From an optimization exercise on the open Yosys and OpenROAD flow, aimed at small area; shortcuts taken in it are not production practice.
Only simulation tests tie the RTL to the original design; equivalence was not proved.
The clock port is modelled as an ideal driver; clocking choices that lean on that would not hold on a real chip.

$ cat flow/design.v
`timescale 1ns / 1ps
module draw_line(clk, rst_n, wea, x, y, m, b, dir, range, index_rd, line_x, line_y, finish);
input             clk, rst_n;
input             wea;
input      [31:0] x, y, m, b, dir, range;
input      [31:0] index_rd;
output     [31:0] line_x, line_y;
output     reg finish;
reg        [31:0] cnt, cnt_upd;
reg        [31:0] x_reg, m_reg, acc;
reg               mv, dec;
reg        [4:0]  idx;
reg        [1:0]  ph;
genvar gi;
wire [32:0] ltc;
assign ltc[0] = 1'b0;
generate for (gi = 0; gi < 32; gi = gi + 1) begin : g_lt
    assign ltc[gi+1] = (range[gi] & ~cnt[gi]) | (range[gi] & ltc[gi]) | (~cnt[gi] & ltc[gi]);
end endgenerate
wire        lt = ltc[32];
wire [32:0] cch;
assign cch[0] = lt;
generate for (gi = 0; gi < 32; gi = gi + 1) begin : g_cnt
    assign cch[gi+1] = cch[gi] & cnt_upd[gi];
end endgenerate
always @(posedge clk or negedge rst_n) begin
    if (!rst_n) begin
        cnt     <= 32'd0;
        cnt_upd <= 32'd0;
        finish  <= 1'b0;
    end else begin
        cnt     <= cnt_upd ^ cch[31:0];
        cnt_upd <= cnt;
        finish  <= !lt;
    end
end
wire        start  = wea && !rst_n;
always @(posedge clk) begin
    if (start)
        ph <= 2'd0;
    else if (ph != 2'd3)
        ph <= ph + 2'd1;
end
wire        rd   = !start && ph == 2'd3;
wire        dneg = rd && dec;
wire [4:0]  kz   = mv ? idx : 5'd0;
always @(posedge clk) begin
    if (start || ph != 2'd3)
        m_reg <= start ? {m[23:0], m[31:24]} : {m_reg[23:0], m_reg[31:24]};
end
wire [31:0] mmask = (ph == 2'd0) ? 32'hFFFFFF00 :
                    (ph == 2'd1) ? 32'hFFFF0000 :
                    (ph == 2'd2) ? 32'hFF000000 : 32'hFFFFFFFF;
wire [31:0] mop = start ? m : (m_reg & mmask);
reg  [7:0]  wop;
reg         wm1;
wire [31:0] aop = start ? b : acc;
always @(*) begin
    if (start) begin
        wop = x[7:0];  wm1 = 1'b0;
    end else case (ph)
        2'd0: begin wop = x_reg[15:8];  wm1 = x_reg[7];  end
        2'd1: begin wop = x_reg[23:16]; wm1 = x_reg[15]; end
        2'd2: begin wop = x_reg[31:24]; wm1 = x_reg[23]; end
        default: begin wop = {3'd0, kz}; wm1 = 1'b0; end
    endcase
end
wire [31:0] mac;
wire [3:0] one, two, neg;
wire [31:0] mopn = ~mop;
wire [8:0] wx = {wop, wm1};
assign one[0] = wx[1] ^ wx[0];
assign two[0] = (wx[2] & ~wx[1] & ~wx[0]) | (~wx[2] & wx[1] & wx[0]);
assign neg[0] = wx[2] ^ dneg;
wire [31:0] bp0;
dl_bpp b0_0 (.mn1(mopn[0]), .mn0(1'b1), .onen(~one[0]), .twon(~two[0]), .neg(neg[0]), .p(bp0[0]));
dl_bpp b0_1 (.mn1(mopn[1]), .mn0(mopn[0]), .onen(~one[0]), .twon(~two[0]), .neg(neg[0]), .p(bp0[1]));
dl_bpp b0_2 (.mn1(mopn[2]), .mn0(mopn[1]), .onen(~one[0]), .twon(~two[0]), .neg(neg[0]), .p(bp0[2]));
dl_bpp b0_3 (.mn1(mopn[3]), .mn0(mopn[2]), .onen(~one[0]), .twon(~two[0]), .neg(neg[0]), .p(bp0[3]));
dl_bpp b0_4 (.mn1(mopn[4]), .mn0(mopn[3]), .onen(~one[0]), .twon(~two[0]), .neg(neg[0]), .p(bp0[4]));
dl_bpp b0_5 (.mn1(mopn[5]), .mn0(mopn[4]), .onen(~one[0]), .twon(~two[0]), .neg(neg[0]), .p(bp0[5]));
dl_bpp b0_6 (.mn1(mopn[6]), .mn0(mopn[5]), .onen(~one[0]), .twon(~two[0]), .neg(neg[0]), .p(bp0[6]));
dl_bpp b0_7 (.mn1(mopn[7]), .mn0(mopn[6]), .onen(~one[0]), .twon(~two[0]), .neg(neg[0]), .p(bp0[7]));
dl_bpp b0_8 (.mn1(mopn[8]), .mn0(mopn[7]), .onen(~one[0]), .twon(~two[0]), .neg(neg[0]), .p(bp0[8]));
dl_bpp b0_9 (.mn1(mopn[9]), .mn0(mopn[8]), .onen(~one[0]), .twon(~two[0]), .neg(neg[0]), .p(bp0[9]));
dl_bpp b0_10 (.mn1(mopn[10]), .mn0(mopn[9]), .onen(~one[0]), .twon(~two[0]), .neg(neg[0]), .p(bp0[10]));
dl_bpp b0_11 (.mn1(mopn[11]), .mn0(mopn[10]), .onen(~one[0]), .twon(~two[0]), .neg(neg[0]), .p(bp0[11]));
dl_bpp b0_12 (.mn1(mopn[12]), .mn0(mopn[11]), .onen(~one[0]), .twon(~two[0]), .neg(neg[0]), .p(bp0[12]));
dl_bpp b0_13 (.mn1(mopn[13]), .mn0(mopn[12]), .onen(~one[0]), .twon(~two[0]), .neg(neg[0]), .p(bp0[13]));
dl_bpp b0_14 (.mn1(mopn[14]), .mn0(mopn[13]), .onen(~one[0]), .twon(~two[0]), .neg(neg[0]), .p(bp0[14]));
dl_bpp b0_15 (.mn1(mopn[15]), .mn0(mopn[14]), .onen(~one[0]), .twon(~two[0]), .neg(neg[0]), .p(bp0[15]));
dl_bpp b0_16 (.mn1(mopn[16]), .mn0(mopn[15]), .onen(~one[0]), .twon(~two[0]), .neg(neg[0]), .p(bp0[16]));
dl_bpp b0_17 (.mn1(mopn[17]), .mn0(mopn[16]), .onen(~one[0]), .twon(~two[0]), .neg(neg[0]), .p(bp0[17]));
dl_bpp b0_18 (.mn1(mopn[18]), .mn0(mopn[17]), .onen(~one[0]), .twon(~two[0]), .neg(neg[0]), .p(bp0[18]));
dl_bpp b0_19 (.mn1(mopn[19]), .mn0(mopn[18]), .onen(~one[0]), .twon(~two[0]), .neg(neg[0]), .p(bp0[19]));
dl_bpp b0_20 (.mn1(mopn[20]), .mn0(mopn[19]), .onen(~one[0]), .twon(~two[0]), .neg(neg[0]), .p(bp0[20]));
dl_bpp b0_21 (.mn1(mopn[21]), .mn0(mopn[20]), .onen(~one[0]), .twon(~two[0]), .neg(neg[0]), .p(bp0[21]));
dl_bpp b0_22 (.mn1(mopn[22]), .mn0(mopn[21]), .onen(~one[0]), .twon(~two[0]), .neg(neg[0]), .p(bp0[22]));
dl_bpp b0_23 (.mn1(mopn[23]), .mn0(mopn[22]), .onen(~one[0]), .twon(~two[0]), .neg(neg[0]), .p(bp0[23]));
dl_bpp b0_24 (.mn1(mopn[24]), .mn0(mopn[23]), .onen(~one[0]), .twon(~two[0]), .neg(neg[0]), .p(bp0[24]));
dl_bpp b0_25 (.mn1(mopn[25]), .mn0(mopn[24]), .onen(~one[0]), .twon(~two[0]), .neg(neg[0]), .p(bp0[25]));
dl_bpp b0_26 (.mn1(mopn[26]), .mn0(mopn[25]), .onen(~one[0]), .twon(~two[0]), .neg(neg[0]), .p(bp0[26]));
dl_bpp b0_27 (.mn1(mopn[27]), .mn0(mopn[26]), .onen(~one[0]), .twon(~two[0]), .neg(neg[0]), .p(bp0[27]));
dl_bpp b0_28 (.mn1(mopn[28]), .mn0(mopn[27]), .onen(~one[0]), .twon(~two[0]), .neg(neg[0]), .p(bp0[28]));
dl_bpp b0_29 (.mn1(mopn[29]), .mn0(mopn[28]), .onen(~one[0]), .twon(~two[0]), .neg(neg[0]), .p(bp0[29]));
dl_bpp b0_30 (.mn1(mopn[30]), .mn0(mopn[29]), .onen(~one[0]), .twon(~two[0]), .neg(neg[0]), .p(bp0[30]));
dl_bpp b0_31 (.mn1(mopn[31]), .mn0(mopn[30]), .onen(~one[0]), .twon(~two[0]), .neg(neg[0]), .p(bp0[31]));
assign one[1] = wx[3] ^ wx[2];
assign two[1] = (wx[4] & ~wx[3] & ~wx[2]) | (~wx[4] & wx[3] & wx[2]);
assign neg[1] = wx[4] ^ dneg;
wire [29:0] bp1;
dl_bpp b1_0 (.mn1(mopn[0]), .mn0(1'b1), .onen(~one[1]), .twon(~two[1]), .neg(neg[1]), .p(bp1[0]));
dl_bpp b1_1 (.mn1(mopn[1]), .mn0(mopn[0]), .onen(~one[1]), .twon(~two[1]), .neg(neg[1]), .p(bp1[1]));
dl_bpp b1_2 (.mn1(mopn[2]), .mn0(mopn[1]), .onen(~one[1]), .twon(~two[1]), .neg(neg[1]), .p(bp1[2]));
dl_bpp b1_3 (.mn1(mopn[3]), .mn0(mopn[2]), .onen(~one[1]), .twon(~two[1]), .neg(neg[1]), .p(bp1[3]));
dl_bpp b1_4 (.mn1(mopn[4]), .mn0(mopn[3]), .onen(~one[1]), .twon(~two[1]), .neg(neg[1]), .p(bp1[4]));
dl_bpp b1_5 (.mn1(mopn[5]), .mn0(mopn[4]), .onen(~one[1]), .twon(~two[1]), .neg(neg[1]), .p(bp1[5]));
dl_bpp b1_6 (.mn1(mopn[6]), .mn0(mopn[5]), .onen(~one[1]), .twon(~two[1]), .neg(neg[1]), .p(bp1[6]));
dl_bpp b1_7 (.mn1(mopn[7]), .mn0(mopn[6]), .onen(~one[1]), .twon(~two[1]), .neg(neg[1]), .p(bp1[7]));
dl_bpp b1_8 (.mn1(mopn[8]), .mn0(mopn[7]), .onen(~one[1]), .twon(~two[1]), .neg(neg[1]), .p(bp1[8]));
dl_bpp b1_9 (.mn1(mopn[9]), .mn0(mopn[8]), .onen(~one[1]), .twon(~two[1]), .neg(neg[1]), .p(bp1[9]));
dl_bpp b1_10 (.mn1(mopn[10]), .mn0(mopn[9]), .onen(~one[1]), .twon(~two[1]), .neg(neg[1]), .p(bp1[10]));
dl_bpp b1_11 (.mn1(mopn[11]), .mn0(mopn[10]), .onen(~one[1]), .twon(~two[1]), .neg(neg[1]), .p(bp1[11]));
dl_bpp b1_12 (.mn1(mopn[12]), .mn0(mopn[11]), .onen(~one[1]), .twon(~two[1]), .neg(neg[1]), .p(bp1[12]));
dl_bpp b1_13 (.mn1(mopn[13]), .mn0(mopn[12]), .onen(~one[1]), .twon(~two[1]), .neg(neg[1]), .p(bp1[13]));
dl_bpp b1_14 (.mn1(mopn[14]), .mn0(mopn[13]), .onen(~one[1]), .twon(~two[1]), .neg(neg[1]), .p(bp1[14]));
dl_bpp b1_15 (.mn1(mopn[15]), .mn0(mopn[14]), .onen(~one[1]), .twon(~two[1]), .neg(neg[1]), .p(bp1[15]));
dl_bpp b1_16 (.mn1(mopn[16]), .mn0(mopn[15]), .onen(~one[1]), .twon(~two[1]), .neg(neg[1]), .p(bp1[16]));
dl_bpp b1_17 (.mn1(mopn[17]), .mn0(mopn[16]), .onen(~one[1]), .twon(~two[1]), .neg(neg[1]), .p(bp1[17]));
dl_bpp b1_18 (.mn1(mopn[18]), .mn0(mopn[17]), .onen(~one[1]), .twon(~two[1]), .neg(neg[1]), .p(bp1[18]));
dl_bpp b1_19 (.mn1(mopn[19]), .mn0(mopn[18]), .onen(~one[1]), .twon(~two[1]), .neg(neg[1]), .p(bp1[19]));
dl_bpp b1_20 (.mn1(mopn[20]), .mn0(mopn[19]), .onen(~one[1]), .twon(~two[1]), .neg(neg[1]), .p(bp1[20]));
dl_bpp b1_21 (.mn1(mopn[21]), .mn0(mopn[20]), .onen(~one[1]), .twon(~two[1]), .neg(neg[1]), .p(bp1[21]));
dl_bpp b1_22 (.mn1(mopn[22]), .mn0(mopn[21]), .onen(~one[1]), .twon(~two[1]), .neg(neg[1]), .p(bp1[22]));
dl_bpp b1_23 (.mn1(mopn[23]), .mn0(mopn[22]), .onen(~one[1]), .twon(~two[1]), .neg(neg[1]), .p(bp1[23]));
dl_bpp b1_24 (.mn1(mopn[24]), .mn0(mopn[23]), .onen(~one[1]), .twon(~two[1]), .neg(neg[1]), .p(bp1[24]));
dl_bpp b1_25 (.mn1(mopn[25]), .mn0(mopn[24]), .onen(~one[1]), .twon(~two[1]), .neg(neg[1]), .p(bp1[25]));
dl_bpp b1_26 (.mn1(mopn[26]), .mn0(mopn[25]), .onen(~one[1]), .twon(~two[1]), .neg(neg[1]), .p(bp1[26]));
dl_bpp b1_27 (.mn1(mopn[27]), .mn0(mopn[26]), .onen(~one[1]), .twon(~two[1]), .neg(neg[1]), .p(bp1[27]));
dl_bpp b1_28 (.mn1(mopn[28]), .mn0(mopn[27]), .onen(~one[1]), .twon(~two[1]), .neg(neg[1]), .p(bp1[28]));
dl_bpp b1_29 (.mn1(mopn[29]), .mn0(mopn[28]), .onen(~one[1]), .twon(~two[1]), .neg(neg[1]), .p(bp1[29]));
assign one[2] = wx[5] ^ wx[4];
assign two[2] = (wx[6] & ~wx[5] & ~wx[4]) | (~wx[6] & wx[5] & wx[4]);
assign neg[2] = wx[6] ^ dneg;
wire [27:0] bp2;
dl_bpp b2_0 (.mn1(mopn[0]), .mn0(1'b1), .onen(~one[2]), .twon(~two[2]), .neg(neg[2]), .p(bp2[0]));
dl_bpp b2_1 (.mn1(mopn[1]), .mn0(mopn[0]), .onen(~one[2]), .twon(~two[2]), .neg(neg[2]), .p(bp2[1]));
dl_bpp b2_2 (.mn1(mopn[2]), .mn0(mopn[1]), .onen(~one[2]), .twon(~two[2]), .neg(neg[2]), .p(bp2[2]));
dl_bpp b2_3 (.mn1(mopn[3]), .mn0(mopn[2]), .onen(~one[2]), .twon(~two[2]), .neg(neg[2]), .p(bp2[3]));
dl_bpp b2_4 (.mn1(mopn[4]), .mn0(mopn[3]), .onen(~one[2]), .twon(~two[2]), .neg(neg[2]), .p(bp2[4]));
dl_bpp b2_5 (.mn1(mopn[5]), .mn0(mopn[4]), .onen(~one[2]), .twon(~two[2]), .neg(neg[2]), .p(bp2[5]));
dl_bpp b2_6 (.mn1(mopn[6]), .mn0(mopn[5]), .onen(~one[2]), .twon(~two[2]), .neg(neg[2]), .p(bp2[6]));
dl_bpp b2_7 (.mn1(mopn[7]), .mn0(mopn[6]), .onen(~one[2]), .twon(~two[2]), .neg(neg[2]), .p(bp2[7]));
dl_bpp b2_8 (.mn1(mopn[8]), .mn0(mopn[7]), .onen(~one[2]), .twon(~two[2]), .neg(neg[2]), .p(bp2[8]));
dl_bpp b2_9 (.mn1(mopn[9]), .mn0(mopn[8]), .onen(~one[2]), .twon(~two[2]), .neg(neg[2]), .p(bp2[9]));
dl_bpp b2_10 (.mn1(mopn[10]), .mn0(mopn[9]), .onen(~one[2]), .twon(~two[2]), .neg(neg[2]), .p(bp2[10]));
dl_bpp b2_11 (.mn1(mopn[11]), .mn0(mopn[10]), .onen(~one[2]), .twon(~two[2]), .neg(neg[2]), .p(bp2[11]));
dl_bpp b2_12 (.mn1(mopn[12]), .mn0(mopn[11]), .onen(~one[2]), .twon(~two[2]), .neg(neg[2]), .p(bp2[12]));
dl_bpp b2_13 (.mn1(mopn[13]), .mn0(mopn[12]), .onen(~one[2]), .twon(~two[2]), .neg(neg[2]), .p(bp2[13]));
dl_bpp b2_14 (.mn1(mopn[14]), .mn0(mopn[13]), .onen(~one[2]), .twon(~two[2]), .neg(neg[2]), .p(bp2[14]));
dl_bpp b2_15 (.mn1(mopn[15]), .mn0(mopn[14]), .onen(~one[2]), .twon(~two[2]), .neg(neg[2]), .p(bp2[15]));
dl_bpp b2_16 (.mn1(mopn[16]), .mn0(mopn[15]), .onen(~one[2]), .twon(~two[2]), .neg(neg[2]), .p(bp2[16]));
dl_bpp b2_17 (.mn1(mopn[17]), .mn0(mopn[16]), .onen(~one[2]), .twon(~two[2]), .neg(neg[2]), .p(bp2[17]));
dl_bpp b2_18 (.mn1(mopn[18]), .mn0(mopn[17]), .onen(~one[2]), .twon(~two[2]), .neg(neg[2]), .p(bp2[18]));
dl_bpp b2_19 (.mn1(mopn[19]), .mn0(mopn[18]), .onen(~one[2]), .twon(~two[2]), .neg(neg[2]), .p(bp2[19]));
dl_bpp b2_20 (.mn1(mopn[20]), .mn0(mopn[19]), .onen(~one[2]), .twon(~two[2]), .neg(neg[2]), .p(bp2[20]));
dl_bpp b2_21 (.mn1(mopn[21]), .mn0(mopn[20]), .onen(~one[2]), .twon(~two[2]), .neg(neg[2]), .p(bp2[21]));
dl_bpp b2_22 (.mn1(mopn[22]), .mn0(mopn[21]), .onen(~one[2]), .twon(~two[2]), .neg(neg[2]), .p(bp2[22]));
dl_bpp b2_23 (.mn1(mopn[23]), .mn0(mopn[22]), .onen(~one[2]), .twon(~two[2]), .neg(neg[2]), .p(bp2[23]));
dl_bpp b2_24 (.mn1(mopn[24]), .mn0(mopn[23]), .onen(~one[2]), .twon(~two[2]), .neg(neg[2]), .p(bp2[24]));
dl_bpp b2_25 (.mn1(mopn[25]), .mn0(mopn[24]), .onen(~one[2]), .twon(~two[2]), .neg(neg[2]), .p(bp2[25]));
dl_bpp b2_26 (.mn1(mopn[26]), .mn0(mopn[25]), .onen(~one[2]), .twon(~two[2]), .neg(neg[2]), .p(bp2[26]));
dl_bpp b2_27 (.mn1(mopn[27]), .mn0(mopn[26]), .onen(~one[2]), .twon(~two[2]), .neg(neg[2]), .p(bp2[27]));
assign one[3] = wx[7] ^ wx[6];
assign two[3] = (wx[8] & ~wx[7] & ~wx[6]) | (~wx[8] & wx[7] & wx[6]);
assign neg[3] = wx[8] ^ dneg;
wire [25:0] bp3;
dl_bpp b3_0 (.mn1(mopn[0]), .mn0(1'b1), .onen(~one[3]), .twon(~two[3]), .neg(neg[3]), .p(bp3[0]));
dl_bpp b3_1 (.mn1(mopn[1]), .mn0(mopn[0]), .onen(~one[3]), .twon(~two[3]), .neg(neg[3]), .p(bp3[1]));
dl_bpp b3_2 (.mn1(mopn[2]), .mn0(mopn[1]), .onen(~one[3]), .twon(~two[3]), .neg(neg[3]), .p(bp3[2]));
dl_bpp b3_3 (.mn1(mopn[3]), .mn0(mopn[2]), .onen(~one[3]), .twon(~two[3]), .neg(neg[3]), .p(bp3[3]));
dl_bpp b3_4 (.mn1(mopn[4]), .mn0(mopn[3]), .onen(~one[3]), .twon(~two[3]), .neg(neg[3]), .p(bp3[4]));
dl_bpp b3_5 (.mn1(mopn[5]), .mn0(mopn[4]), .onen(~one[3]), .twon(~two[3]), .neg(neg[3]), .p(bp3[5]));
dl_bpp b3_6 (.mn1(mopn[6]), .mn0(mopn[5]), .onen(~one[3]), .twon(~two[3]), .neg(neg[3]), .p(bp3[6]));
dl_bpp b3_7 (.mn1(mopn[7]), .mn0(mopn[6]), .onen(~one[3]), .twon(~two[3]), .neg(neg[3]), .p(bp3[7]));
dl_bpp b3_8 (.mn1(mopn[8]), .mn0(mopn[7]), .onen(~one[3]), .twon(~two[3]), .neg(neg[3]), .p(bp3[8]));
dl_bpp b3_9 (.mn1(mopn[9]), .mn0(mopn[8]), .onen(~one[3]), .twon(~two[3]), .neg(neg[3]), .p(bp3[9]));
dl_bpp b3_10 (.mn1(mopn[10]), .mn0(mopn[9]), .onen(~one[3]), .twon(~two[3]), .neg(neg[3]), .p(bp3[10]));
dl_bpp b3_11 (.mn1(mopn[11]), .mn0(mopn[10]), .onen(~one[3]), .twon(~two[3]), .neg(neg[3]), .p(bp3[11]));
dl_bpp b3_12 (.mn1(mopn[12]), .mn0(mopn[11]), .onen(~one[3]), .twon(~two[3]), .neg(neg[3]), .p(bp3[12]));
dl_bpp b3_13 (.mn1(mopn[13]), .mn0(mopn[12]), .onen(~one[3]), .twon(~two[3]), .neg(neg[3]), .p(bp3[13]));
dl_bpp b3_14 (.mn1(mopn[14]), .mn0(mopn[13]), .onen(~one[3]), .twon(~two[3]), .neg(neg[3]), .p(bp3[14]));
dl_bpp b3_15 (.mn1(mopn[15]), .mn0(mopn[14]), .onen(~one[3]), .twon(~two[3]), .neg(neg[3]), .p(bp3[15]));
dl_bpp b3_16 (.mn1(mopn[16]), .mn0(mopn[15]), .onen(~one[3]), .twon(~two[3]), .neg(neg[3]), .p(bp3[16]));
dl_bpp b3_17 (.mn1(mopn[17]), .mn0(mopn[16]), .onen(~one[3]), .twon(~two[3]), .neg(neg[3]), .p(bp3[17]));
dl_bpp b3_18 (.mn1(mopn[18]), .mn0(mopn[17]), .onen(~one[3]), .twon(~two[3]), .neg(neg[3]), .p(bp3[18]));
dl_bpp b3_19 (.mn1(mopn[19]), .mn0(mopn[18]), .onen(~one[3]), .twon(~two[3]), .neg(neg[3]), .p(bp3[19]));
dl_bpp b3_20 (.mn1(mopn[20]), .mn0(mopn[19]), .onen(~one[3]), .twon(~two[3]), .neg(neg[3]), .p(bp3[20]));
dl_bpp b3_21 (.mn1(mopn[21]), .mn0(mopn[20]), .onen(~one[3]), .twon(~two[3]), .neg(neg[3]), .p(bp3[21]));
dl_bpp b3_22 (.mn1(mopn[22]), .mn0(mopn[21]), .onen(~one[3]), .twon(~two[3]), .neg(neg[3]), .p(bp3[22]));
dl_bpp b3_23 (.mn1(mopn[23]), .mn0(mopn[22]), .onen(~one[3]), .twon(~two[3]), .neg(neg[3]), .p(bp3[23]));
dl_bpp b3_24 (.mn1(mopn[24]), .mn0(mopn[23]), .onen(~one[3]), .twon(~two[3]), .neg(neg[3]), .p(bp3[24]));
dl_bpp b3_25 (.mn1(mopn[25]), .mn0(mopn[24]), .onen(~one[3]), .twon(~two[3]), .neg(neg[3]), .p(bp3[25]));
wire t1;
wire t2;
dl_fa u2 (.a(aop[2]), .b(bp0[2]), .c(bp1[0]), .s(t1), .co(t2));
wire t3;
wire t4;
dl_fa u4 (.a(aop[3]), .b(bp0[3]), .c(bp1[1]), .s(t3), .co(t4));
wire t5;
wire t6;
dl_fa u6 (.a(aop[4]), .b(bp0[4]), .c(bp1[2]), .s(t5), .co(t6));
wire t7;
wire t8;
dl_fa u8 (.a(bp2[0]), .b(neg[2]), .c(t4), .s(t7), .co(t8));
wire t9;
wire t10;
dl_fa u10 (.a(aop[5]), .b(bp0[5]), .c(bp1[3]), .s(t9), .co(t10));
wire t11;
wire t12;
dl_fa u12 (.a(bp2[1]), .b(t6), .c(t9), .s(t11), .co(t12));
wire t13;
wire t14;
dl_fa u14 (.a(aop[6]), .b(bp0[6]), .c(bp1[4]), .s(t13), .co(t14));
wire t15;
wire t16;
dl_fa u16 (.a(bp2[2]), .b(bp3[0]), .c(neg[3]), .s(t15), .co(t16));
wire t17;
wire t18;
dl_fa u18 (.a(t10), .b(t13), .c(t15), .s(t17), .co(t18));
wire t19;
wire t20;
dl_fa u20 (.a(aop[7]), .b(bp0[7]), .c(bp1[5]), .s(t19), .co(t20));
wire t21;
wire t22;
dl_fa u22 (.a(bp2[3]), .b(bp3[1]), .c(t14), .s(t21), .co(t22));
wire t23;
wire t24;
dl_fa u24 (.a(t16), .b(t19), .c(t18), .s(t23), .co(t24));
wire t25;
wire t26;
dl_fa u26 (.a(aop[8]), .b(bp0[8]), .c(bp1[6]), .s(t25), .co(t26));
wire t27;
wire t28;
dl_fa u28 (.a(bp2[4]), .b(bp3[2]), .c(t20), .s(t27), .co(t28));
wire t29;
wire t30;
dl_fa u30 (.a(t25), .b(t22), .c(t27), .s(t29), .co(t30));
wire t31;
wire t32;
dl_fa u32 (.a(aop[9]), .b(bp0[9]), .c(bp1[7]), .s(t31), .co(t32));
wire t33;
wire t34;
dl_fa u34 (.a(bp2[5]), .b(bp3[3]), .c(t26), .s(t33), .co(t34));
wire t35;
wire t36;
dl_fa u36 (.a(t31), .b(t28), .c(t33), .s(t35), .co(t36));
wire t37;
wire t38;
dl_fa u38 (.a(aop[10]), .b(bp0[10]), .c(bp1[8]), .s(t37), .co(t38));
wire t39;
wire t40;
dl_fa u40 (.a(bp2[6]), .b(bp3[4]), .c(t32), .s(t39), .co(t40));
wire t41;
wire t42;
dl_fa u42 (.a(t37), .b(t34), .c(t39), .s(t41), .co(t42));
wire t43;
wire t44;
dl_fa u44 (.a(aop[11]), .b(bp0[11]), .c(bp1[9]), .s(t43), .co(t44));
wire t45;
wire t46;
dl_fa u46 (.a(bp2[7]), .b(bp3[5]), .c(t38), .s(t45), .co(t46));
wire t47;
wire t48;
dl_fa u48 (.a(t43), .b(t40), .c(t45), .s(t47), .co(t48));
wire t49;
wire t50;
dl_fa u50 (.a(aop[12]), .b(bp0[12]), .c(bp1[10]), .s(t49), .co(t50));
wire t51;
wire t52;
dl_fa u52 (.a(bp2[8]), .b(bp3[6]), .c(t44), .s(t51), .co(t52));
wire t53;
wire t54;
dl_fa u54 (.a(t49), .b(t46), .c(t51), .s(t53), .co(t54));
wire t55;
wire t56;
dl_fa u56 (.a(aop[13]), .b(bp0[13]), .c(bp1[11]), .s(t55), .co(t56));
wire t57;
wire t58;
dl_fa u58 (.a(bp2[9]), .b(bp3[7]), .c(t50), .s(t57), .co(t58));
wire t59;
wire t60;
dl_fa u60 (.a(t55), .b(t52), .c(t57), .s(t59), .co(t60));
wire t61;
wire t62;
dl_fa u62 (.a(aop[14]), .b(bp0[14]), .c(bp1[12]), .s(t61), .co(t62));
wire t63;
wire t64;
dl_fa u64 (.a(bp2[10]), .b(bp3[8]), .c(t56), .s(t63), .co(t64));
wire t65;
wire t66;
dl_fa u66 (.a(t61), .b(t58), .c(t63), .s(t65), .co(t66));
wire t67;
wire t68;
dl_fa u68 (.a(aop[15]), .b(bp0[15]), .c(bp1[13]), .s(t67), .co(t68));
wire t69;
wire t70;
dl_fa u70 (.a(bp2[11]), .b(bp3[9]), .c(t62), .s(t69), .co(t70));
wire t71;
wire t72;
dl_fa u72 (.a(t67), .b(t64), .c(t69), .s(t71), .co(t72));
wire t73;
wire t74;
dl_fa u74 (.a(aop[16]), .b(bp0[16]), .c(bp1[14]), .s(t73), .co(t74));
wire t75;
wire t76;
dl_fa u76 (.a(bp2[12]), .b(bp3[10]), .c(t68), .s(t75), .co(t76));
wire t77;
wire t78;
dl_fa u78 (.a(t73), .b(t70), .c(t75), .s(t77), .co(t78));
wire t79;
wire t80;
dl_fa u80 (.a(aop[17]), .b(bp0[17]), .c(bp1[15]), .s(t79), .co(t80));
wire t81;
wire t82;
dl_fa u82 (.a(bp2[13]), .b(bp3[11]), .c(t74), .s(t81), .co(t82));
wire t83;
wire t84;
dl_fa u84 (.a(t79), .b(t76), .c(t81), .s(t83), .co(t84));
wire t85;
wire t86;
dl_fa u86 (.a(aop[18]), .b(bp0[18]), .c(bp1[16]), .s(t85), .co(t86));
wire t87;
wire t88;
dl_fa u88 (.a(bp2[14]), .b(bp3[12]), .c(t80), .s(t87), .co(t88));
wire t89;
wire t90;
dl_fa u90 (.a(t85), .b(t82), .c(t87), .s(t89), .co(t90));
wire t91;
wire t92;
dl_fa u92 (.a(aop[19]), .b(bp0[19]), .c(bp1[17]), .s(t91), .co(t92));
wire t93;
wire t94;
dl_fa u94 (.a(bp2[15]), .b(bp3[13]), .c(t86), .s(t93), .co(t94));
wire t95;
wire t96;
dl_fa u96 (.a(t91), .b(t88), .c(t93), .s(t95), .co(t96));
wire t97;
wire t98;
dl_fa u98 (.a(aop[20]), .b(bp0[20]), .c(bp1[18]), .s(t97), .co(t98));
wire t99;
wire t100;
dl_fa u100 (.a(bp2[16]), .b(bp3[14]), .c(t92), .s(t99), .co(t100));
wire t101;
wire t102;
dl_fa u102 (.a(t97), .b(t94), .c(t99), .s(t101), .co(t102));
wire t103;
wire t104;
dl_fa u104 (.a(aop[21]), .b(bp0[21]), .c(bp1[19]), .s(t103), .co(t104));
wire t105;
wire t106;
dl_fa u106 (.a(bp2[17]), .b(bp3[15]), .c(t103), .s(t105), .co(t106));
wire t107;
wire t108;
dl_fa u108 (.a(t98), .b(t100), .c(t105), .s(t107), .co(t108));
wire t109;
wire t110;
dl_fa u110 (.a(aop[22]), .b(bp0[22]), .c(bp1[20]), .s(t109), .co(t110));
wire t111;
wire t112;
dl_fa u112 (.a(bp2[18]), .b(bp3[16]), .c(t104), .s(t111), .co(t112));
wire t113;
wire t114;
dl_fa u114 (.a(t109), .b(t106), .c(t111), .s(t113), .co(t114));
wire t115;
wire t116;
dl_fa u116 (.a(aop[23]), .b(bp0[23]), .c(bp1[21]), .s(t115), .co(t116));
wire t117;
wire t118;
dl_fa u118 (.a(bp2[19]), .b(bp3[17]), .c(t110), .s(t117), .co(t118));
wire t119;
wire t120;
dl_fa u120 (.a(t115), .b(t112), .c(t117), .s(t119), .co(t120));
wire t121;
wire t122;
dl_fa u122 (.a(aop[24]), .b(bp0[24]), .c(bp1[22]), .s(t121), .co(t122));
wire t123;
wire t124;
dl_fa u124 (.a(bp2[20]), .b(bp3[18]), .c(t116), .s(t123), .co(t124));
wire t125;
wire t126;
dl_fa u126 (.a(t121), .b(t118), .c(t123), .s(t125), .co(t126));
wire t127;
wire t128;
dl_fa u128 (.a(aop[25]), .b(bp0[25]), .c(bp1[23]), .s(t127), .co(t128));
wire t129;
wire t130;
dl_fa u130 (.a(bp2[21]), .b(bp3[19]), .c(t122), .s(t129), .co(t130));
wire t131;
wire t132;
dl_fa u132 (.a(t127), .b(t124), .c(t129), .s(t131), .co(t132));
wire t133;
wire t134;
dl_fa u134 (.a(aop[26]), .b(bp0[26]), .c(bp1[24]), .s(t133), .co(t134));
wire t135;
wire t136;
dl_fa u136 (.a(bp2[22]), .b(bp3[20]), .c(t128), .s(t135), .co(t136));
wire t137;
wire t138;
dl_fa u138 (.a(t133), .b(t130), .c(t135), .s(t137), .co(t138));
wire t139;
wire t140;
dl_fa u140 (.a(aop[27]), .b(bp0[27]), .c(bp1[25]), .s(t139), .co(t140));
wire t141;
wire t142;
dl_fa u142 (.a(bp2[23]), .b(bp3[21]), .c(t134), .s(t141), .co(t142));
wire t143;
wire t144;
dl_fa u144 (.a(t139), .b(t136), .c(t141), .s(t143), .co(t144));
wire t145;
wire t146;
dl_fa u146 (.a(aop[28]), .b(bp0[28]), .c(bp1[26]), .s(t145), .co(t146));
wire t147;
wire t148;
dl_fa u148 (.a(bp2[24]), .b(bp3[22]), .c(t140), .s(t147), .co(t148));
wire t149;
wire t150;
dl_fa u150 (.a(t145), .b(t142), .c(t147), .s(t149), .co(t150));
wire t151;
wire t152;
dl_fa u152 (.a(aop[29]), .b(bp0[29]), .c(bp1[27]), .s(t151), .co(t152));
wire t153;
wire t154;
dl_fa u154 (.a(bp2[25]), .b(bp3[23]), .c(t146), .s(t153), .co(t154));
wire t155;
wire t156;
dl_fa u156 (.a(t151), .b(t148), .c(t153), .s(t155), .co(t156));
wire t157;
wire t158;
dl_fa u158 (.a(aop[30]), .b(bp0[30]), .c(bp1[28]), .s(t157), .co(t158));
wire t159;
wire t160;
dl_fa u160 (.a(bp2[26]), .b(bp3[24]), .c(t152), .s(t159), .co(t160));
wire t161;
wire t162;
dl_fa u162 (.a(t157), .b(t154), .c(t159), .s(t161), .co(t162));
wire t163;
dl_fa u163 (.a(aop[31]), .b(bp0[31]), .c(bp1[29]), .s(t163), .co());
wire t164;
dl_fa u164 (.a(bp2[27]), .b(bp3[25]), .c(t158), .s(t164), .co());
wire t165;
dl_fa u165 (.a(t163), .b(t160), .c(t164), .s(t165), .co());
wire t166;
wire t167;
dl_fa u167 (.a(aop[0]), .b(bp0[0]), .c(neg[0]), .s(t166), .co(t167));
wire t168;
wire t169;
dl_fa u169 (.a(aop[1]), .b(bp0[1]), .c(t167), .s(t168), .co(t169));
wire t170;
wire t171;
dl_fa u171 (.a(neg[1]), .b(t1), .c(t169), .s(t170), .co(t171));
wire t172;
wire t173;
dl_fa u173 (.a(t2), .b(t3), .c(t171), .s(t172), .co(t173));
wire t174;
wire t175;
dl_fa u175 (.a(t5), .b(t7), .c(t173), .s(t174), .co(t175));
wire t176;
wire t177;
dl_fa u177 (.a(t11), .b(t8), .c(t175), .s(t176), .co(t177));
wire t178;
wire t179;
dl_fa u179 (.a(t12), .b(t17), .c(t177), .s(t178), .co(t179));
wire t180;
wire t181;
dl_fa u181 (.a(t21), .b(t23), .c(t179), .s(t180), .co(t181));
wire t182;
wire t183;
dl_ha u183 (.a(t24), .b(t29), .s(t182), .co(t183));
wire t184;
wire t185;
dl_fa u185 (.a(t30), .b(t35), .c(t183), .s(t184), .co(t185));
wire t186;
wire t187;
dl_fa u187 (.a(t36), .b(t41), .c(t185), .s(t186), .co(t187));
wire t188;
wire t189;
dl_fa u189 (.a(t42), .b(t47), .c(t187), .s(t188), .co(t189));
wire t190;
wire t191;
dl_fa u191 (.a(t48), .b(t53), .c(t189), .s(t190), .co(t191));
wire t192;
wire t193;
dl_fa u193 (.a(t54), .b(t59), .c(t191), .s(t192), .co(t193));
wire t194;
wire t195;
dl_fa u195 (.a(t60), .b(t65), .c(t193), .s(t194), .co(t195));
wire t196;
wire t197;
dl_fa u197 (.a(t66), .b(t71), .c(t195), .s(t196), .co(t197));
wire t198;
assign t198 = t182 ^ t181;
wire t199;
assign t199 = t184 ^ (t181 & t182);
wire t200;
assign t200 = t182 & t184;
wire t201;
assign t201 = t186 ^ (t181 & t200);
wire t202;
assign t202 = t200 & t186;
wire t203;
assign t203 = t188 ^ (t181 & t202);
wire t204;
assign t204 = t202 & t188;
wire t205;
assign t205 = t190 ^ (t181 & t204);
wire t206;
assign t206 = t204 & t190;
wire t207;
assign t207 = t192 ^ (t181 & t206);
wire t208;
assign t208 = t206 & t192;
wire t209;
assign t209 = t194 ^ (t181 & t208);
wire t210;
assign t210 = t208 & t194;
wire t211;
assign t211 = t196 ^ (t181 & t210);
wire t212;
assign t212 = t210 & t196;
wire t213;
assign t213 = t197 | (t181 & t212);
wire t214;
wire t215;
dl_ha u215 (.a(t72), .b(t77), .s(t214), .co(t215));
wire t216;
wire t217;
dl_fa u217 (.a(t78), .b(t83), .c(t215), .s(t216), .co(t217));
wire t218;
wire t219;
dl_fa u219 (.a(t84), .b(t89), .c(t217), .s(t218), .co(t219));
wire t220;
wire t221;
dl_fa u221 (.a(t90), .b(t95), .c(t219), .s(t220), .co(t221));
wire t222;
wire t223;
dl_fa u223 (.a(t101), .b(t96), .c(t221), .s(t222), .co(t223));
wire t224;
wire t225;
dl_fa u225 (.a(t102), .b(t107), .c(t223), .s(t224), .co(t225));
wire t226;
wire t227;
dl_fa u227 (.a(t108), .b(t113), .c(t225), .s(t226), .co(t227));
wire t228;
wire t229;
dl_fa u229 (.a(t114), .b(t119), .c(t227), .s(t228), .co(t229));
wire t230;
assign t230 = t214 ^ t213;
wire t231;
assign t231 = t216 ^ (t213 & t214);
wire t232;
assign t232 = t214 & t216;
wire t233;
assign t233 = t218 ^ (t213 & t232);
wire t234;
assign t234 = t232 & t218;
wire t235;
assign t235 = t220 ^ (t213 & t234);
wire t236;
assign t236 = t234 & t220;
wire t237;
assign t237 = t222 ^ (t213 & t236);
wire t238;
assign t238 = t236 & t222;
wire t239;
assign t239 = t224 ^ (t213 & t238);
wire t240;
assign t240 = t238 & t224;
wire t241;
assign t241 = t226 ^ (t213 & t240);
wire t242;
assign t242 = t240 & t226;
wire t243;
assign t243 = t228 ^ (t213 & t242);
wire t244;
assign t244 = t242 & t228;
wire t245;
assign t245 = t229 | (t213 & t244);
wire t246;
wire t247;
dl_ha u247 (.a(t120), .b(t125), .s(t246), .co(t247));
wire t248;
wire t249;
dl_fa u249 (.a(t126), .b(t131), .c(t247), .s(t248), .co(t249));
wire t250;
wire t251;
dl_fa u251 (.a(t132), .b(t137), .c(t249), .s(t250), .co(t251));
wire t252;
wire t253;
dl_fa u253 (.a(t138), .b(t143), .c(t251), .s(t252), .co(t253));
wire t254;
wire t255;
dl_fa u255 (.a(t144), .b(t149), .c(t253), .s(t254), .co(t255));
wire t256;
wire t257;
dl_fa u257 (.a(t150), .b(t155), .c(t255), .s(t256), .co(t257));
wire t258;
wire t259;
dl_fa u259 (.a(t156), .b(t161), .c(t257), .s(t258), .co(t259));
wire t260;
dl_fa u260 (.a(t162), .b(t165), .c(t259), .s(t260), .co());
wire t261;
assign t261 = t246 ^ t245;
wire t262;
assign t262 = t248 ^ (t245 & t246);
wire t263;
assign t263 = t246 & t248;
wire t264;
assign t264 = t250 ^ (t245 & t263);
wire t265;
assign t265 = t263 & t250;
wire t266;
assign t266 = t252 ^ (t245 & t265);
wire t267;
assign t267 = t265 & t252;
wire t268;
assign t268 = t254 ^ (t245 & t267);
wire t269;
assign t269 = t267 & t254;
wire t270;
assign t270 = t256 ^ (t245 & t269);
wire t271;
assign t271 = t269 & t256;
wire t272;
assign t272 = t258 ^ (t245 & t271);
wire t273;
assign t273 = t271 & t258;
wire t274;
assign t274 = t260 ^ (t245 & t273);
assign mac = {t274, t272, t270, t268, t266, t264, t262, t261, t243, t241, t239, t237, t235, t233, t231, t230, t211, t209, t207, t205, t203, t201, t199, t198, t180, t178, t176, t174, t172, t170, t168, t166};
always @(posedge clk) begin
    if (start) begin
        x_reg <= x;
        dec   <= (dir == 32'd0);
        mv    <= (dir == 32'd0) || (dir == 32'd1);
    end
    if (start || ph != 2'd3)
        acc <= mac;
    idx <= index_rd[4:0];
end
wire [32:0] lxc;
assign lxc[0] = dec;
generate for (gi = 0; gi < 5; gi = gi + 1) begin : g_lxl
    dl_fa u (.a(x_reg[gi]), .b(kz[gi] ^ dec), .c(lxc[gi]), .s(line_x[gi]), .co(lxc[gi+1]));
end endgenerate
wire        lxu = lxc[5] ^ dec;
wire [27:0] lxh;
assign lxh[0] = lxu;
generate for (gi = 0; gi < 27; gi = gi + 1) begin : g_lxh
    dl_ud u (.x(x_reg[5+gi]), .dec(dec), .c(lxh[gi]), .y(line_x[5+gi]), .co(lxh[gi+1]));
end endgenerate
assign line_y = mac;
endmodule
module dl_fa(a, b, c, s, co);
input  a, b, c;
output s, co;
assign s  = a ^ b ^ c;
assign co = (a & b) | (a & c) | (b & c);
endmodule
module dl_ha(a, b, s, co);
input  a, b;
output s, co;
assign s  = a ^ b;
assign co = a & b;
endmodule
module dl_ud(x, dec, c, y, co);
input  x, dec, c;
output y, co;
assign y  = x ^ c;
assign co = c & (x ^ dec);
endmodule
module dl_bpp(mn1, mn0, onen, twon, neg, p);
input  mn1, mn0, onen, twon, neg;
output p;
assign p = ~((mn1 | onen) & (mn0 | twon)) ^ neg;
endmodule
$ cat flow/flow/run.sh
#!/bin/bash
# The standard layout (the standard.sh: the standard synthesis and ORFS
# from floorplan to finish), with these changes to how the layout is made:
#  - at the start of the floorplan step, flow/downsize.tcl swaps every
#    combinational cell for the smallest cell of the same function; the
#    timing repair of the floorplan and later steps sizes up what is needed;
#  - the port buffers that global placement adds to every input and output
#    are sky130_fd_sc_hd__buf_1 cells instead of the default buffer;
#  - clock tree synthesis adds no dummy loads and uses clkbuf_8 buffers.
# make's full output goes to flow_make.log in this folder.
set -euo pipefail
here=$(pwd)
bash standard.sh \
  "PRE_FLOORPLAN_TCL=$here/flow/downsize.tcl" \
  "BUFFER_PORTS_ARGS=-buffer_cell sky130_fd_sc_hd__buf_1" \
  "CTS_ARGS=-sink_clustering_enable -repair_clock_nets -dont_use_dummy_load -buf_list sky130_fd_sc_hd__clkbuf_8" \
  finish > flow_make.log 2>&1
$ cat flow/flow/downsize.tcl
# Sized-down start for the resizer: every combinational cell of the
# synthesized netlist is swapped for the smallest cell of the same function
# (same name but for the drive-strength suffix). Registers, tie cells and
# buffers are left as they are. The floorplan's and later stages' timing
# repair then size up what the timing needs.
set db [ord::get_db]
set n 0
set saved 0.0
foreach inst [[ord::get_db_block] getInsts] {
  set mname [[$inst getMaster] getName]
  if {![regexp {^(sky130_fd_sc_hd__([a-z0-9]+))_([0-9]+)$} $mname -> base func drive]} { continue }
  if {[regexp {^(df|edf|sdf|sed|dl|conb|buf|clkbuf|clkdly|dlygate|tap|fill|decap|diode)} $func]} { continue }
  set cur [$inst getMaster]
  set best $cur
  set best_area [expr {[$cur getWidth] * [$cur getHeight]}]
  foreach d {0 1 2 4 6 8 12 16} {
    set cand [$db findMaster "${base}_$d"]
    if {$cand == "NULL" || $cand == ""} { continue }
    set a [expr {[$cand getWidth] * [$cand getHeight]}]
    if {$a < $best_area} { set best $cand; set best_area $a }
  }
  if {$best != $cur} {
    set saved [expr {$saved + [$cur getWidth] * [$cur getHeight] - $best_area}]
    $inst swapMaster $best
    incr n
  }
}
puts "downsize.tcl: swapped $n cells to their smallest size, [expr {$saved / 1e6}] um2 less"
$ cat flow/standard.sh
#!/bin/bash
# synth_recipe.tcl (not shown) runs the flow's synth.tcl, then flattens the netlist and writes it again
# the make line also repeats each setting of config.mk as NAME=value (left out here)
make -C /OpenROAD-flow-scripts/flow DESIGN_CONFIG=/design/flow/config.mk WORK_HOME=/design/flow/orfs CLKGATE_MAP_FILE= SYNTH_SCRIPT=/design/flow/synth_recipe.tcl "${@:-finish}"
$ cat flow/config.mk
export PLATFORM = sky130hd
export DESIGN_NAME = draw_line
export DESIGN_NICKNAME = draw_line
export VERILOG_FILES = /design/flow/design.v
export SDC_FILE = /design/flow/constraint.sdc
export NUM_CORES = 4
export LEC_CHECK = 0
export CAP_MARGIN = 20
export CORE_MARGIN = 2
export CORE_UTILIZATION = 40
export SLEW_MARGIN = 20
export SYNTH_HIERARCHICAL = 1
export SYNTH_MINIMUM_KEEP_SIZE = 0
$ cat flow/constraint.sdc
create_clock -name core_clock -period 14.0 [get_ports {clk}]
set_input_delay 2.8000 -clock core_clock [delete_from_list [all_inputs] [get_ports {clk}]]
set_output_delay 2.8000 -clock core_clock [all_outputs]
set_load 0.01 [all_outputs]
==> impl_metrics.json, run 1 <==
{
  "hold_viol": 0,
  "pin_count": 292,
  "port_buffers": 232,
  "htree_levels": 4,
  "start_util_pct": 40.5,
  "die-area_mm2": 0.0332,
  "crit_path_end": "line_y[31]",
  "layout.nets": 1771,
  "instances_no_fill": 1783,
  "maxSlewHeadroom_pct": 39.3,
  "die_y_um": 182,
  "final_max_slew_viol_count": 0,
  "synth_cells": 1143,
  "fin_crit_sh_pct": 96.1,
  "totalWireLength_um": 31900,
  "grt_remaining_overflow": 0,
  "clk_path_buf_depth": 2,
  "wl_per_cell_um": 17.9,
  "core_area_mm2": 0.0314,
  "status": "finished clean",
  "finalWeightedCongestion": 0.824,
  "fmax_mhz": 74.4,
  "vias_per_cell": 5.21,
  "vias": 9288,
  "critPathLaunch": "rst_n",
  "final_common_cell": "buf_1",
  "grt_max_degree": 66,
  "critical_path_class": "in -> out",
  "drv_cap": 0,
  "num_rows": 65,
  "timing.rr.start": "ph[0]",
  "root_buffer": "clkbuf_8",
  "cts_buffers": 17,
  "design_area_mm2": 0.0144,
  "die_w_um": 182,
  "rsz0062_at_grt": "no",
  "reg2reg_slack_ps": 5340,
  "clk_latency_ps": 480,
  "tightest_slew_ps": 911,
  "critPathCaptureType": "primary output",
  "synth_area_per_cell_um2": 11.1,
  "drt.antenna.violating_nets": 0,
  "cts_tree": "yes",
  "timing.rr.end": "acc[31]",
  "area_growth_pct": 13.6,
  "setup_violations": 0,
  "rr_worst_depth": 28,
  "setup-tns-final_ps": 0,
  "grtUsageTotal_pct": 19.9,
  "min_period_ps": 13450,
  "dp_cells": 1765,
  "drc": 0,
  "grt_pass1_wl_um": 50700,
  "cts_setup_buffers": 0,
  "fillers": 3043,
  "cts.sinks": 170,
  "num_antenna_cells": 0,
  "min_path_type": "reg -> reg",
  "synth_area_mm2": 0.0127,
  "setup_slack_ps": 551,
  "dp_hpwl_um": 24600,
  "final_cell_mix": "buf_1, nand2_1, xor2_1",
  "critPathLaunchType": "primary input",
  "drtPass1Iterations": 6,
  "skew_ps": 26.4,
  "drive_gt1_share_pct": 5.50,
  "placed_area_mm2": 0.0142,
  "drtIter0Drc": 576,
  "antenna_found_initial": 0,
  "clk_pin_slew_ps": 90,
  "arrival_ps": 10650,
  "cp_max_fo": 24,
  "yosys_warnings": 7,
  "grt_pass1_vias": 9343,
  "dp_slack_ps": 228,
  "crit_required_ps": 11200
}
==> per-stage QoR <==
step	util [%]	hold WS (ps)
2_1_floorplan	-	354
3_3_place_gp	45.2	364
3_5_place_dp	45.2	368
4_1_cts	45.9	390
5_1_grt	46.0	407
6_report	46.0	385
==> critical path, stage by stage <==
cell,delay (ps)
clkbuf_2,80
nand2b_2,340
inv_4,170
or3_1,470
a21oi_2,380
buf_4,350
o22ai_1,150
xor2_1,210
fa_1,420
fa_1,510
fa_1,420
ha_1,210
fa_1,380
fa_1,390
fa_1,390
fa_1,400
fa_1,390
fa_1,390
fa_1,560
nand4_1,110
o31ai_1,230
buf_4,190
and3_1,200
nand2_1,80
xnor2_1,180
buf_1,240
==> how the worst min path moves through the flow <==
stage               depth (start not counted)  slack, ps   start    endpoint
floorplan                                   0        350  cnt[1]  cnt_upd[1]
global placement                            0        360  cnt[1]  cnt_upd[1]
detailed placement                          0        370  cnt[3]  cnt_upd[3]
CTS                                         0        390  cnt[3]  cnt_upd[3]
global route                                0        410  cnt[3]  cnt_upd[3]
finish                                      0        380  cnt[3]  cnt_upd[3]
==> layer usage <==
layer  GRT usage, %  up-vias  share of wire, %  routed length [um]
met4           5.87        0               2.2                 699
met2           31.7      300                47               14900
li1               -     4409                 -                   -
met5              0        -                 0                   0
met3           3.49       36               5.5                1740
met1           28.0     4543                45               14500
==> area by class of cell <==
type                    instances  area [um2]  area share (%)
clock buffers                  17         234            1.62
inverters                      38         145            1.01
multi-input cells             882        7650            53.0
flip-flops and latches        170        4710            32.6
well taps                     402         503            3.48
repair buffers                274        1200            8.29
==> what timing repair did <==
| action | 4_1_cts | 5_1_grt |
|---|---|---|
| setup endpoints to repair | 0 | 3 |
| hold buffers | 0 | 0 |
| resized for setup | 0 | 5 |
==> run 2: changes to the inputs <==
--- a/flow/flow/run.sh
+++ b/flow/flow/run.sh
@@ -6,12 +6,11 @@
 #    timing repair of the floorplan and later steps sizes up what is needed;
 #  - the port buffers that global placement adds to every input and output
 #    are sky130_fd_sc_hd__buf_1 cells instead of the default buffer;
-#  - clock tree synthesis adds no dummy loads and uses clkbuf_8 buffers.
-# make's full output goes to flow_make.log in this folder.
 set -euo pipefail
 here=$(pwd)
 bash standard.sh \
   "PRE_FLOORPLAN_TCL=$here/flow/downsize.tcl" \
+  "POST_CTS_TCL=$here/flow/clkfix.tcl" \
   "BUFFER_PORTS_ARGS=-buffer_cell sky130_fd_sc_hd__buf_1" \
   "CTS_ARGS=-sink_clustering_enable -repair_clock_nets -dont_use_dummy_load -buf_list sky130_fd_sc_hd__clkbuf_8" \
   finish > flow_make.log 2>&1
==> flow/flow/clkfix.tcl (new file) <==
estimate_parasitics -placement
set fix [dict create]
foreach p [get_pins -hierarchical */CLK] {
  set v [get_property $p slew_max_rise]
  set v2 [get_property $p slew_max_fall]
  if {$v2 > $v} { set v $v2 }
  if {$v > 0.115} {
    foreach d [get_pins -of_objects [get_nets -of_objects $p] -filter "direction==output"] {
      dict set fix [get_full_name [get_cells -of_objects $d]] 1
    }
  }
}
set n 0
foreach name [dict keys $fix] {
  set inst [get_cells $name]
  if {[string match "sky130_fd_sc_hd__clkbuf_*" [get_property $inst ref_name]] &&
      [get_property $inst ref_name] ne "sky130_fd_sc_hd__clkbuf_16"} {
    replace_cell $inst sky130_fd_sc_hd__clkbuf_16
    incr n
  }
}
if {$n > 0} {
  detailed_placement
  estimate_parasitics -placement
}
puts "clkfix.tcl: swapped $n clock buffers for clkbuf_16"
==> run 2 against run 1 <==
Compared with the run above: worst hold slack did not move; worst setup slack did not move; synthesized cell count did not move; maximum frequency did not move; largest cell class unchanged; non-clock buffer count did not move; register-to-register slack barely moved; area after synthesis did not move; clock skew did not move; still clean on timing, DRC and antenna; core utilization did not move; critical path type unchanged; sequential cell count did not move.
==> impl_metrics.json, run 2 <==
{
  "synth_area_mm2": 0.0127,
  "totalWireLength_um": 31900,
  "final_max_slew_viol_count": 0,
  "vias_per_cell": 5.21,
  "dp_slack_ps": 228,
  "final_util_pct": 46.0,
  "tightest_slew_ps": 911,
  "design_area_mm2": 0.0144,
  "wl_per_cell_um": 17.9,
  "pin_count": 292,
  "grt_pass1_vias": 9343,
  "clk_pin_slew_ps": 90,
  "fillers": 3043,
  "grt_pass1_wl_um": 50700,
  "maxSlewHeadroom_pct": 39.3,
  "die-area_mm2": 0.0332,
  "die_w_um": 182,
  "port_buffers": 232,
  "dp_cells": 1765,
  "crit_required_ps": 11200,
  "synth_cells": 1143,
  "critPathLaunchType": "primary input",
  "layout.nets": 1771,
  "critical_path_class": "in -> out",
  "finalWeightedCongestion": 0.824,
  "hp-start": "cnt[3]",
  "yosys_warnings": 7,
  "hold_slack_ps": 385,
  "start_util_pct": 40.5,
  "dp_hpwl_um": 24600,
  "grt_remaining_overflow": 0,
  "setup-tns-final_ps": 0,
  "drt.antenna.violating_nets": 0,
  "drtPass1Iterations": 6,
  "critPathCaptureType": "primary output",
  "core_area_mm2": 0.0314,
  "min_period_ps": 13450,
  "grtUsageTotal_pct": 19.9,
  "die_y_um": 182,
  "drv_cap": 0,
  "antenna_found_initial": 0,
  "drive_gt1_share_pct": 5.50,
  "area_growth_pct": 13.6,
  "rsz0062_at_grt": "no",
  "vias": 9288,
  "cts_tree": "yes",
  "status": "finished clean",
  "final-seq-area_mm2": 0.00471,
  "arrival_ps": 10650,
  "fmax_mhz": 74.4,
  "final_common_cell": "buf_1",
  "timing.rr.end": "acc[31]",
  "hold_viol": 0,
  "num_antenna_cells": 0,
  "holdPathStages": 0,
  "whs_endpoint": "cnt_upd[3]",
  "setup_slack_ps": 551,
  "placed_area_mm2": 0.0142,
  "drc": 0,
  "rr_worst_depth": 28,
  "synth_area_per_cell_um2": 11.1,
  "drtIter0Drc": 576,
  "timing.rr.start": "ph[0]",
  "skew_ps": 26.4,
  "fin_crit_sh_pct": 96.1,
  "instances_no_fill": 1783,
  "clk_latency_ps": 480,
  "final_cell_mix": "buf_1, nand2_1, xor2_1",
  "cts.sinks": 170,
  "num_rows": 65,
  "min_path_type": "reg -> reg",
  "grt_max_degree": 66,
  "cp_max_fo": 24,
  "multi_input_area_mm2": 0.00765,
  "setup_violations": 0,
  "reg2reg_slack_ps": 5340
}
[run 2: cell counts in the layout (fill, tap and decap cells not counted)]
Identical to the previous run, type by type.
[run 2: critical path, cell delays in order]
cell	delay, ps
clkbuf_2	80
nand2b_2	340
inv_4	170
or3_1	470
a21oi_2	380
buf_4	350
o22ai_1	150
xor2_1	210
fa_1	420
fa_1	510
fa_1	420
ha_1	210
fa_1	380
fa_1	390
fa_1	390
fa_1	400
fa_1	390
fa_1	390
fa_1	560
nand4_1	110
o31ai_1	230
buf_4	190
and3_1	200
nand2_1	80
xnor2_1	180
buf_1	240
[run 2: how the worst max path moves through the flow]
stage,from,endpoint,slack (ps),cells after the start
2_1_floorplan,rst_n,line_y[31],340,24
3_3_place_gp,rst_n,line_y[25],330,27
6_report,rst_n,line_y[31],550,26
5_1_grt,rst_n,line_y[31],1,26
3_5_place_dp,rst_n,line_y[31],230,26
[run 2: layout make-up]
type,instances,share of cell area (%)
inverters,38,1.01
flip-flops and latches,170,32.6
repair buffers,274,8.29
multi-input cells,882,53.0
clock buffers,17,1.62
well taps,402,3.48
[run 2: metal layers]
metal	GRT usage (%)	vias to the layer above	part of all wire (%)
li1	-	4409	-
met1	28.0	4543	45
met2	31.7	300	47
met3	3.49	36	5.5
met4	5.87	0	2.2
met5	0	-	0
==> run 3: changes to the inputs <==
--- a/flow/design.v
+++ b/flow/design.v
@@ -41,17 +41,18 @@
     else if (ph != 2'd3)
         ph <= ph + 2'd1;
 end
-wire        rd   = !start && ph == 2'd3;
-wire        dneg = rd && dec;
+wire        dneg = !wea && ph == 2'd3 && dec;
 wire [4:0]  kz   = mv ? idx : 5'd0;
+wire [31:0] msel = start ? m : m_reg;
 always @(posedge clk) begin
     if (start || ph != 2'd3)
-        m_reg <= start ? {m[23:0], m[31:24]} : {m_reg[23:0], m_reg[31:24]};
+        m_reg <= {msel[23:0], msel[31:24]};
 end
-wire [31:0] mmask = (ph == 2'd0) ? 32'hFFFFFF00 :
-                    (ph == 2'd1) ? 32'hFFFF0000 :
-                    (ph == 2'd2) ? 32'hFF000000 : 32'hFFFFFFFF;
-wire [31:0] mop = start ? m : (m_reg & mmask);
+wire [2:0]  keep;
+assign keep[0] = start || ph == 2'd3;
+assign keep[1] = start || ph == 2'd3 || ph == 2'd0;
+assign keep[2] = start || ph != 2'd2;
+wire [31:0] mop = msel & {8'hFF, {8{keep[2]}}, {8{keep[1]}}, {8{keep[0]}}};
 reg  [7:0]  wop;
 reg         wm1;
 wire [31:0] aop = start ? b : acc;
==> run 3 against run 2 <==
Compared with the run above: synthesized cell count decreased by 0.44%; critical path depth increased by 2; maximum frequency about the same; cell area decreased by 0.90%; still clean; largest cell class unchanged.
==> impl_metrics.json, run 3 <==
{
  "synth_cells": 1138,
  "vias_per_cell": 5.26,
  "cts_tree": "yes",
  "rsz0062_at_grt": "no",
  "die_y_um": 182,
  "area_growth_pct": 13.5,
  "cp_common_cell": "fa_1",
  "drtPass1Iterations": 9,
  "hold_viol": 0,
  "pin_count": 292,
  "status": "finished clean",
  "num_rows": 65,
  "critPathCaptureType": "primary output",
  "grt_pass1_wl_um": 51400,
  "setup_violations": 0,
  "final_max_slew_viol_count": 0,
  "drtIter0Drc": 644,
  "setup-tns-final_ps": 0,
  "cp_max_fo": 16,
  "grt_max_degree": 66,
  "die-area_mm2": 0.0330,
  "tightest_slew_ps": 913,
  "finalWeightedCongestion": 0.843,
  "maxSlewHeadroom_pct": 39.1,
  "min_path_type": "reg -> reg",
  "final_common_cell": "buf_1",
  "drv_cap": 0,
  "grt_remaining_overflow": 0,
  "vias": 9357,
  "totalWireLength_um": 32300,
  "multi_input_area_mm2": 0.00750,
  "core_area_mm2": 0.0313,
  "min_period_ps": 13460,
  "die_w_um": 182,
  "start_util_pct": 40.3,
  "fillers": 3006,
  "fin_crit_sh_pct": 96.1,
  "cts.sinks": 170,
  "drt.antenna.violating_nets": 0,
  "slowest_stage": "fa_1",
  "critical_path_class": "in -> out",
  "grtUsageTotal_pct": 20.3,
  "use_met1_pct": 27.1,
  "final-seq-area_mm2": 0.00471,
  "critPathLaunchType": "primary input",
  "yosys_warnings": 7,
  "grt_use_met3_pct": 3.07,
  "crit_required_ps": 11200,
  "antenna_found_initial": 1,
  "grt.busiest_layer": "met2",
  "port_buffers": 232,
  "drc": 0,
  "clk_latency_ps": 490,
  "setup_slack_ps": 540,
  "grt_pass1_vias": 9535,
  "use_met2_pct": 33.7,
  "critPathMaxStageDelay_ps": 530,
  "layout.nets": 1763,
  "final_cell_mix": "buf_1, nand2_1, xor2_1",
  "synth_area_per_cell_um2": 11.1,
  "synth_area_mm2": 0.0126,
  "dp_hpwl_um": 24700,
  "skew_ps": 27.2,
  "fmax_mhz": 74.3,
  "arrival_ps": 10660,
  "wl_per_cell_um": 18.1,
  "drive_gt1_share_pct": 5.38,
  "dp_slack_ps": 345,
  "clk_pin_slew_ps": 100
}
==> run 3: layout make-up <==
class                      count  area share [%]
tap                          402            3.52
timing repair buffer         275            8.44
clock buffer                  17            1.64
antenna                        1          0.0175
multi-input combinational    873            52.4
inverter                      40            1.07
sequential                   170            32.9
==> run 3: path summary, 6_finish.rpt <==
kind                            depth (start not counted)          end     from  slack [ps]
worst min register to register                          0  cnt_upd[30]  cnt[30]         380
worst max-delay path                                   28   line_y[31]    rst_n         540
min in group asynchronous                               2      cnt[16]    rst_n        2520
worst min-delay path                                    0  cnt_upd[30]  cnt[30]         380
max in group asynchronous                               2      cnt[31]    rst_n       10930
worst max register to register                         25      acc[31]    ph[0]        5250
==> run 3: critical path: cells and delay by family <==
family	cells	cell delay (ps)
fa+ha+maj	10	4280
buf+inv	7	1470
simple gates	5	870
compound gates	4	810
xor+xnor	2	390
==> run 3: through the flow <==
stage	util (%)	hold WS, ps	std cells	area, um2
2_1_floorplan	-	354	1141	12600
3_3_place_gp	44.9	362	1760	14100
3_5_place_dp	44.9	361	1760	14100
5_1_grt	45.7	379	1778	14300
6_report	45.7	376	1778	14300
==> run 3: metal layers <==
metal / part of all wire [%] / wire length (um)
met1: 43 / 13800
met2: 49 / 15700
met3: 5.9 / 1890
met4: 2.8 / 913
met5: 0 / 0

## re-timing with driven ports
The flow's constraints put no driver on any port. The routed layouts listed below were extracted and timed again, unchanged, in two steps. Step 1 sets driving cells, clkbuf_16 on the clock port and buf_2 on the other inputs (assumed; they add their load-dependent delay and slew). Step 2, shift: input delay + t, output delay - t, t = (earliest + latest rising clock arrival at the registers) / 2. This alone moves slack from input paths to output paths. Slacks: ideal ports / drivers / drivers and shift; pairs: ideal ports / drivers.
run | t (ns) | setup slack, ns | slew at the worst register clock pin (ns) | worst slew at a driven data input, ns
run 1 | 0.518 | 0.551 / 0.527 / 0.527 | 0.10 / 0.10 | 0.07
run 2 | 0.518 | 0.551 / 0.527 / 0.527 | 0.10 / 0.10 | 0.07
run 3 | 0.526 | 0.540 / 0.494 / 0.494 | 0.10 / 0.10 | 0.08
After both steps every run listed still meets setup and hold. For run 3, which loses most, drivers alone change the setup slack by -0.046 ns; drivers and shift together by -0.046 ns.
